This is an optimization exercise on Yosys and OpenROAD, whose aim is small area, not a production implementation.
Where RTL was checked, it was by simulation tests only, not by an equivalence proof against the original.
Power figures rest on the tool's default switching activity, not on a simulated workload.

== run 1 ==
==> flow/design.v (excerpt) <==
module TopLevel(
	input clk,
	input rst,
	output reg [9:0] output_data,
	output SPWM_1,
	output SPWM_2
);
wire en_inc;
wire inc_load0, inc_step, inc_rg, inc_15358, inc_15359, inc_wrap;
wire dec_load0, dec_step, dec_rg, dec_15359, dec_zero, dec_zval;
wire [9:0] vi, vd, salida;
wire need_i, need_d;
wire [8:0] g;
Incrementador inst_inc(
	.clk(clk),
	.rst(rst),
	.en(en_inc),
	.rg(inc_rg),
	.at15359(inc_15359),
	.wrap(inc_wrap),
	.load0(inc_load0),
	.step(inc_step)
);
Decrementador inst_dec(
	.clk(clk),
	.rst(rst),
	.en(!en_inc),
	.rg(dec_rg),
	.at15359(dec_15359),
	.at_zero(dec_zero),
	.zero_value(dec_zval),
	.load0(dec_load0),
	.step(dec_step)
);
mem2 inst_mem2(.k(need_i ? vi : vd), .g(g));
tracker trk_inc(.clk(clk), .load0(inc_load0), .step(inc_step), .grant(1'b1), .g(g), .need(need_i),
	.v(vi), .rg(inc_rg), .at15358(inc_15358), .at15359(inc_15359), .wrap(inc_wrap));
  ...
export LEC_CHECK = 0
export ABC_AREA = 1
export CAP_MARGIN = 20
export CORE_MARGIN = 2
export CORE_UTILIZATION = 20
export CTS_CLUSTER_SIZE = 30
export GPL_TIMING_DRIVEN = 0
export PLACE_DENSITY = 0.35
export SLEW_MARGIN = 20
export SYNTH_MEMORY_MAX_BITS = 262144
create_clock -name core_clock -period 10.0 [get_ports {clk}]
standard.sh (not shown) runs the stock make flow with config.mk's settings and CLKGATE_MAP_FILE= SYNTH_SCRIPT=/design/flow/synth_recipe.tcl, a recipe that flattens the netlist after the stock synthesis.
==> flow/flow/run.sh <==
#!/bin/bash
# Own layout flow: the standard layout (standard.sh, ORFS make), with one
# change to synthesis: the final ABC mapping uses an area-oriented script
# (flow/area.abc) and no buffering/upsizing, and the ORFS adder
# extraction (extract_fa) and Kogge-Stone lookahead map are not used.
# Port buffers use the smallest buffer cell. Clock tree: clkbuf_8 buffers,
# no dummy loads.
# Everything else (Yosys front end, -nofsm -noshare, flattening, renaming,
# floorplan, PDN, placement, CTS, routing) is the standard flow.
set -euo pipefail
W=$(pwd)
# synthesis script: ORFS synth.tcl with only its abc call replaced
sed "s#log_cmd abc {\*}\$abc_args#abc -script $W/flow/area.abc {*}\$lib_args {*}\$lib_dont_use_args#" \
  "$FLOW_HOME/scripts/synth.tcl" > "$W/own_synth_body.tcl"
grep -q "flow/area.abc" "$W/own_synth_body.tcl"
sed "s#source \$::env(SCRIPTS_DIR)/synth.tcl#source $W/own_synth_body.tcl#" \
  "$W/synth_recipe.tcl" > "$W/own_synth.tcl"
grep -q "own_synth_body.tcl" "$W/own_synth.tcl"
bash "$W/standard.sh" SYNTH_SCRIPT="$W/own_synth.tcl" ADDER_MAP_FILE= SYNTH_OPERATIONS_ARGS=-nordff BUFFER_PORTS_ARGS="-buffer_cell sky130_fd_sc_hd__buf_1" CTS_ARGS="-sink_clustering_enable -repair_clock_nets -dont_use_dummy_load -sink_clustering_size 30 -sink_clustering_max_diameter 100 -buf_list sky130_fd_sc_hd__clkbuf_8" finish \
  > "$W/flow_make.log" 2>&1
test -f "$W/out/final.def"
==> flow/flow/area.abc <==
strash
&get -n
&deepsyn -I 4 -T 240 -S 7
&put
dch -f
amap
## Diff of input files: run 2 against run 1
diff --git a/flow/flow/run.sh b/flow/flow/run.sh
--- a/flow/flow/run.sh
+++ b/flow/flow/run.sh
@@ -5,4 +5,3 @@
 # extraction (extract_fa) and Kogge-Stone lookahead map are not used.
-# Port buffers use the smallest buffer cell. Clock tree: clkbuf_8 buffers,
-# no dummy loads.
+# Port buffers use the smallest buffer cell.
 # Everything else (Yosys front end, -nofsm -noshare, flattening, renaming,
@@ -18,3 +17,3 @@
 grep -q "own_synth_body.tcl" "$W/own_synth.tcl"
-bash "$W/standard.sh" SYNTH_SCRIPT="$W/own_synth.tcl" ADDER_MAP_FILE= SYNTH_OPERATIONS_ARGS=-nordff BUFFER_PORTS_ARGS="-buffer_cell sky130_fd_sc_hd__buf_1" CTS_ARGS="-sink_clustering_enable -repair_clock_nets -dont_use_dummy_load -sink_clustering_size 30 -sink_clustering_max_diameter 100 -buf_list sky130_fd_sc_hd__clkbuf_8" finish \
+bash "$W/standard.sh" SYNTH_SCRIPT="$W/own_synth.tcl" ADDER_MAP_FILE= SYNTH_OPERATIONS_ARGS=-nordff BUFFER_PORTS_ARGS="-buffer_cell sky130_fd_sc_hd__buf_1" CTS_ARGS="-sink_clustering_enable -repair_clock_nets -dont_use_dummy_load -root_buf sky130_fd_sc_hd__clkbuf_8 -buf_list sky130_fd_sc_hd__clkbuf_4" finish \
   > "$W/flow_make.log" 2>&1
==> flow/flow/area.abc <==
strash
&get -n
&deepsyn -T 60
&put
dch -f
amap
diff --git a/flow/config.mk b/flow/config.mk
--- a/flow/config.mk
+++ b/flow/config.mk
@@ -10,6 +10,5 @@
 export CORE_MARGIN = 2
-export CORE_UTILIZATION = 20
-export CTS_CLUSTER_SIZE = 30
+export CORE_UTILIZATION = 50
 export GPL_TIMING_DRIVEN = 0
-export PLACE_DENSITY = 0.35
+export PLACE_DENSITY = 0.6
 export SLEW_MARGIN = 20
[summary]
In the reports for run 1 and run 2, the larger met1 capacity usage during global routing belongs to run 2.
Run 2 against run 1: fraction of the cycle the final worst path needs shows a reduction of 12 points, layout overhead on the synthesized area shrank by 5.4 points, worst hold slack now sits at about the same level.
Going from run 1 to run 2, synthesized cell count went up; switching power total went down; detailed-route via count went up; relative contribution of combinational cells to total power went down; global-route usage went up.
Comparing run 1 against run 2, there is no change at all in number of buffers created by CTS.
The initial detailed-routing violation count in run 2 is 0.66 times that in run 1.
Setup changes, run 2 to run 3
diff --git a/flow/flow/run.sh b/flow/flow/run.sh
--- a/flow/flow/run.sh
+++ b/flow/flow/run.sh
@@ -5,3 +5,4 @@
 # extraction (extract_fa) and Kogge-Stone lookahead map are not used.
-# Port buffers use the smallest buffer cell.
+# Port buffers use the smallest buffer cell. Clock tree: clkbuf_8 buffers,
+# no dummy loads.
 # Everything else (Yosys front end, -nofsm -noshare, flattening, renaming,
@@ -17,3 +18,3 @@
 grep -q "own_synth_body.tcl" "$W/own_synth.tcl"
-bash "$W/standard.sh" SYNTH_SCRIPT="$W/own_synth.tcl" ADDER_MAP_FILE= SYNTH_OPERATIONS_ARGS=-nordff BUFFER_PORTS_ARGS="-buffer_cell sky130_fd_sc_hd__buf_1" CTS_ARGS="-sink_clustering_enable -repair_clock_nets -dont_use_dummy_load -root_buf sky130_fd_sc_hd__clkbuf_8 -buf_list sky130_fd_sc_hd__clkbuf_4" finish \
+bash "$W/standard.sh" SYNTH_SCRIPT="$W/own_synth.tcl" ADDER_MAP_FILE= SYNTH_OPERATIONS_ARGS=-nordff BUFFER_PORTS_ARGS="-buffer_cell sky130_fd_sc_hd__buf_1" CTS_ARGS="-sink_clustering_enable -repair_clock_nets -dont_use_dummy_load -sink_clustering_size 50 -sink_clustering_max_diameter 200 -sink_clustering_levels 1 -buf_list sky130_fd_sc_hd__clkbuf_8" finish \
   > "$W/flow_make.log" 2>&1
diff --git a/flow/config.mk b/flow/config.mk
--- a/flow/config.mk
+++ b/flow/config.mk
@@ -10,5 +10,6 @@
 export CORE_MARGIN = 2
-export CORE_UTILIZATION = 50
+export CORE_UTILIZATION = 20
+export CTS_CLUSTER_SIZE = 30
 export GPL_TIMING_DRIVEN = 0
-export PLACE_DENSITY = 0.6
+export PLACE_DENSITY = 0.35
 export SLEW_MARGIN = 20
On wire length of the first global-routing pass, the lower figure sits with run 2, not run 3. Buffering overhead: run 2 vs run 3, no meaningful difference. Between run 3 and run 2, it is run 3 whose signed area change from the synthesized netlist to the final layout is higher, by 5.1 points. Run 3: sequential portion of the cell area 1.6 points below run 2.
## Diff of input files: run 4 against run 3
diff --git a/flow/flow/run.sh b/flow/flow/run.sh
--- a/flow/flow/run.sh
+++ b/flow/flow/run.sh
@@ -5,4 +5,3 @@
 # extraction (extract_fa) and Kogge-Stone lookahead map are not used.
-# Port buffers use the smallest buffer cell. Clock tree: clkbuf_8 buffers,
-# no dummy loads.
+# Port buffers use the smallest buffer cell.
 # Everything else (Yosys front end, -nofsm -noshare, flattening, renaming,
@@ -18,3 +17,3 @@
 grep -q "own_synth_body.tcl" "$W/own_synth.tcl"
-bash "$W/standard.sh" SYNTH_SCRIPT="$W/own_synth.tcl" ADDER_MAP_FILE= SYNTH_OPERATIONS_ARGS=-nordff BUFFER_PORTS_ARGS="-buffer_cell sky130_fd_sc_hd__buf_1" CTS_ARGS="-sink_clustering_enable -repair_clock_nets -dont_use_dummy_load -sink_clustering_size 50 -sink_clustering_max_diameter 200 -sink_clustering_levels 1 -buf_list sky130_fd_sc_hd__clkbuf_8" finish \
+bash "$W/standard.sh" SYNTH_SCRIPT="$W/own_synth.tcl" ADDER_MAP_FILE= SYNTH_OPERATIONS_ARGS=-nordff BUFFER_PORTS_ARGS="-buffer_cell sky130_fd_sc_hd__buf_1" finish \
   > "$W/flow_make.log" 2>&1
diff --git a/flow/config.mk b/flow/config.mk
--- a/flow/config.mk
+++ b/flow/config.mk
@@ -11,4 +11,2 @@
 export CORE_UTILIZATION = 20
-export CTS_CLUSTER_SIZE = 30
-export GPL_TIMING_DRIVEN = 0
 export PLACE_DENSITY = 0.35
--- outcome ---
Each of the runs, namely run 4 and run 3, reached the end of the flow and came out clean.
Higher combinational fraction of design power among run 4 and run 3: run 3
Side by side, headroom to the max-slew limit turned out higher in run 4 than in run 3.
Per the comparison of run 4 with run 3, global-route wire length before repair rose by about 4%, highest clock frequency the design can meet increased by about 2.3% relative to the old numbers.
Run 4 vs run 3, startpoint of the most critical setup path: trk_inc.r[2] vs trk_inc.r[4]
Setup changes, run 4 to run 5
diff --git a/flow/flow/run.sh b/flow/flow/run.sh
--- a/flow/flow/run.sh
+++ b/flow/flow/run.sh
@@ -17,3 +17,3 @@
 grep -q "own_synth_body.tcl" "$W/own_synth.tcl"
-bash "$W/standard.sh" SYNTH_SCRIPT="$W/own_synth.tcl" ADDER_MAP_FILE= SYNTH_OPERATIONS_ARGS=-nordff BUFFER_PORTS_ARGS="-buffer_cell sky130_fd_sc_hd__buf_1" finish \
+bash "$W/standard.sh" SYNTH_SCRIPT="$W/own_synth.tcl" ADDER_MAP_FILE= SYNTH_OPERATIONS_ARGS=-nordff BUFFER_PORTS_ARGS="-buffer_cell sky130_fd_sc_hd__buf_1" CTS_ARGS="-sink_clustering_enable -repair_clock_nets -dont_use_dummy_load -sink_clustering_size 30 -sink_clustering_max_diameter 100 -buf_list sky130_fd_sc_hd__clkbuf_8" finish \
   > "$W/flow_make.log" 2>&1
diff --git a/flow/config.mk b/flow/config.mk
--- a/flow/config.mk
+++ b/flow/config.mk
@@ -11,2 +11,4 @@
 export CORE_UTILIZATION = 20
+export CTS_CLUSTER_SIZE = 30
+export GPL_TIMING_DRIVEN = 0
 export PLACE_DENSITY = 0.35
--- outcome ---
- Lower shortest clock period the worst path allows after layout among run 5 and run 4: run 4
- Run 5 ends up with a synthesis-to-finish area growth that is 5.4 points lower than in run 4.
- Re minimum setup slack after placement: run 5 and run 4 aren't equal, and the lower value belongs to run 5.
- Run 5 vs. run 4: design area went down by 230 sq um.
Relative to run 5, the following input files were edited for run 6:
diff --git a/flow/flow/run.sh b/flow/flow/run.sh
--- a/flow/flow/run.sh
+++ b/flow/flow/run.sh
@@ -17,3 +17,3 @@
 grep -q "own_synth_body.tcl" "$W/own_synth.tcl"
-bash "$W/standard.sh" SYNTH_SCRIPT="$W/own_synth.tcl" ADDER_MAP_FILE= SYNTH_OPERATIONS_ARGS=-nordff BUFFER_PORTS_ARGS="-buffer_cell sky130_fd_sc_hd__buf_1" CTS_ARGS="-sink_clustering_enable -repair_clock_nets -dont_use_dummy_load -sink_clustering_size 30 -sink_clustering_max_diameter 100 -buf_list sky130_fd_sc_hd__clkbuf_8" finish \
+bash "$W/standard.sh" SYNTH_SCRIPT="$W/own_synth.tcl" ADDER_MAP_FILE= SYNTH_OPERATIONS_ARGS=-nordff BUFFER_PORTS_ARGS="-buffer_cell sky130_fd_sc_hd__buf_1" finish \
   > "$W/flow_make.log" 2>&1
diff --git a/flow/config.mk b/flow/config.mk
--- a/flow/config.mk
+++ b/flow/config.mk
@@ -11,3 +11,4 @@
 export CORE_UTILIZATION = 20
-export CTS_CLUSTER_SIZE = 30
+export CTS_BUF_LIST = sky130_fd_sc_hd__clkbuf_8
+export CTS_CLUSTER_SIZE = 20
 export GPL_TIMING_DRIVEN = 0
On run 6: logic gate share of total power is 1.9 points lower than what run 5 gave.
Taking run 5 as the reference, in run 6 worst setup slack saw an increase; met2 usage in global routing saw little to no change; proportion of power drawn by the clock network saw an increase; average routed wire per standard cell saw little to no change; total global routing track utilization saw little to no change.
Compared run 6 vs run 5, and global-route wire length before repair is up in run 6.
Looking at run 5 and run 6, the worst hold margin is a wash.
[run 6 vs run 5] final area: higher in run 6
Run 6 -> run 5: initial cell density of the core flat

========
TopLevel, a different RTL version from the one above (not shown whole).
Size in the first run: about 720 cells after synthesis, about 110 flip-flops, roughly 14 I/O pins, roughly 5600 um2 of cells after synthesis.
Settings: LEC_CHECK=0, ABC_AREA=1, CAP_MARGIN=20, CORE_MARGIN=2, CORE_UTILIZATION=20, CTS_BUF_LIST=sky130_fd_sc_hd__clkbuf_8, PLACE_DENSITY=0.35, SLEW_MARGIN=20, SYNTH_MEMORY_MAX_BITS=262144; clock period 10.0 ns.
==> flow/flow/run.sh <==
#!/bin/bash
# Own layout flow: the standard layout (standard.sh, ORFS make), with one
# change to synthesis: the final ABC mapping uses an area-oriented script
# (flow/area.abc) and no buffering/upsizing, and the ORFS adder
# extraction (extract_fa) and Kogge-Stone lookahead map are not used.
# Everything else (Yosys front end, -nofsm -noshare, flattening, renaming,
# floorplan, PDN, placement, CTS, routing) is the standard flow.
set -euo pipefail
W=$(pwd)
# synthesis script: ORFS synth.tcl with only its abc call replaced
sed "s#log_cmd abc {\*}\$abc_args#abc -script $W/flow/area.abc {*}\$lib_args {*}\$lib_dont_use_args#" \
  "$FLOW_HOME/scripts/synth.tcl" > "$W/own_synth_body.tcl"
grep -q "flow/area.abc" "$W/own_synth_body.tcl"
sed "s#source \$::env(SCRIPTS_DIR)/synth.tcl#source $W/own_synth_body.tcl#" \
  "$W/synth_recipe.tcl" > "$W/own_synth.tcl"
grep -q "own_synth_body.tcl" "$W/own_synth.tcl"
bash "$W/standard.sh" SYNTH_SCRIPT="$W/own_synth.tcl" ADDER_MAP_FILE= SYNTH_OPERATIONS_ARGS=-nordff BUFFER_PORTS_ARGS="-buffer_cell sky130_fd_sc_hd__buf_1" finish \
  > "$W/flow_make.log" 2>&1
test -f "$W/out/final.def"
==> flow/flow/area.abc <==
strash
&get -n
&fraig -x
&put
scorr
dc2
strash
&get -n
&dch -f
&nf -a
&put
Change:
--- a/flow/flow/run.sh
+++ b/flow/flow/run.sh
@@ -15,5 +15,5 @@
   "$W/synth_recipe.tcl" > "$W/own_synth.tcl"
 grep -q "own_synth_body.tcl" "$W/own_synth.tcl"
-bash "$W/standard.sh" SYNTH_SCRIPT="$W/own_synth.tcl" ADDER_MAP_FILE= SYNTH_OPERATIONS_ARGS=-nordff BUFFER_PORTS_ARGS="-buffer_cell sky130_fd_sc_hd__buf_1" finish \
+bash "$W/standard.sh" SYNTH_SCRIPT="$W/own_synth.tcl" ADDER_MAP_FILE= SYNTH_OPERATIONS_ARGS=-nordff finish \
   > "$W/flow_make.log" 2>&1
 test -f "$W/out/final.def"
Settings changed: CTS_BUF_LIST sky130_fd_sc_hd__clkbuf_8 to unset.
What happened:
- worst hold slack is about the same
- design area came out higher by a few percent
- cell count hardly moves
- via count decreases slightly
- global-route usage increases by 0.24 points
- synthesized area stays the same
- wire length grows by a few percent
- non-clock buffer count is higher by 2
- power rose by roughly a tenth
- setup slack improved by 0.015 ns
No run of this note included a check of the RTL's function; only the layout flow was run.

-- what the ideal ports hide --
No port has a modelled driver above. Below, the same layouts with a new extraction and two added sets of constraints. Step 1 assumes that a clkbuf_16 drives the clock port and a buf_2 every other input. Step 2 adds t to the input delays and takes it off the output delays; t is the mean of the earliest and latest rising clock arrival at the registers after step 1. Input paths then give back, and output paths get back, about the clock's delay inside the block. Three values: no drivers, after step 1, after step 2; two values: the first two.
run | t (ns) | setup slack, ns | slew at the worst register clock pin (ns)
run 1 | 0.388 | 3.457 / 3.457 / 3.457 | 0.09 / 0.09
run 2 | 0.372 | 4.634 / 4.634 / 4.634 | 0.09 / 0.09
run 3 | 0.387 | 4.472 / 4.472 / 4.472 | 0.08 / 0.08
run 4 | 0.377 | 4.594 / 4.594 / 4.594 | 0.06 / 0.06
run 5 | 0.387 | 4.472 / 4.472 / 4.472 | 0.08 / 0.08
run 6 | 0.395 | 4.497 / 4.497 / 4.497 | 0.09 / 0.09
the first run of note 2 | 0.428 | 4.949 / 4.949 / 4.949 | 0.13 / 0.13
the second run of note 2 | 0.398 | 4.965 / 4.965 / 4.965 | 0.08 / 0.08
After both steps every run listed still meets setup and hold.
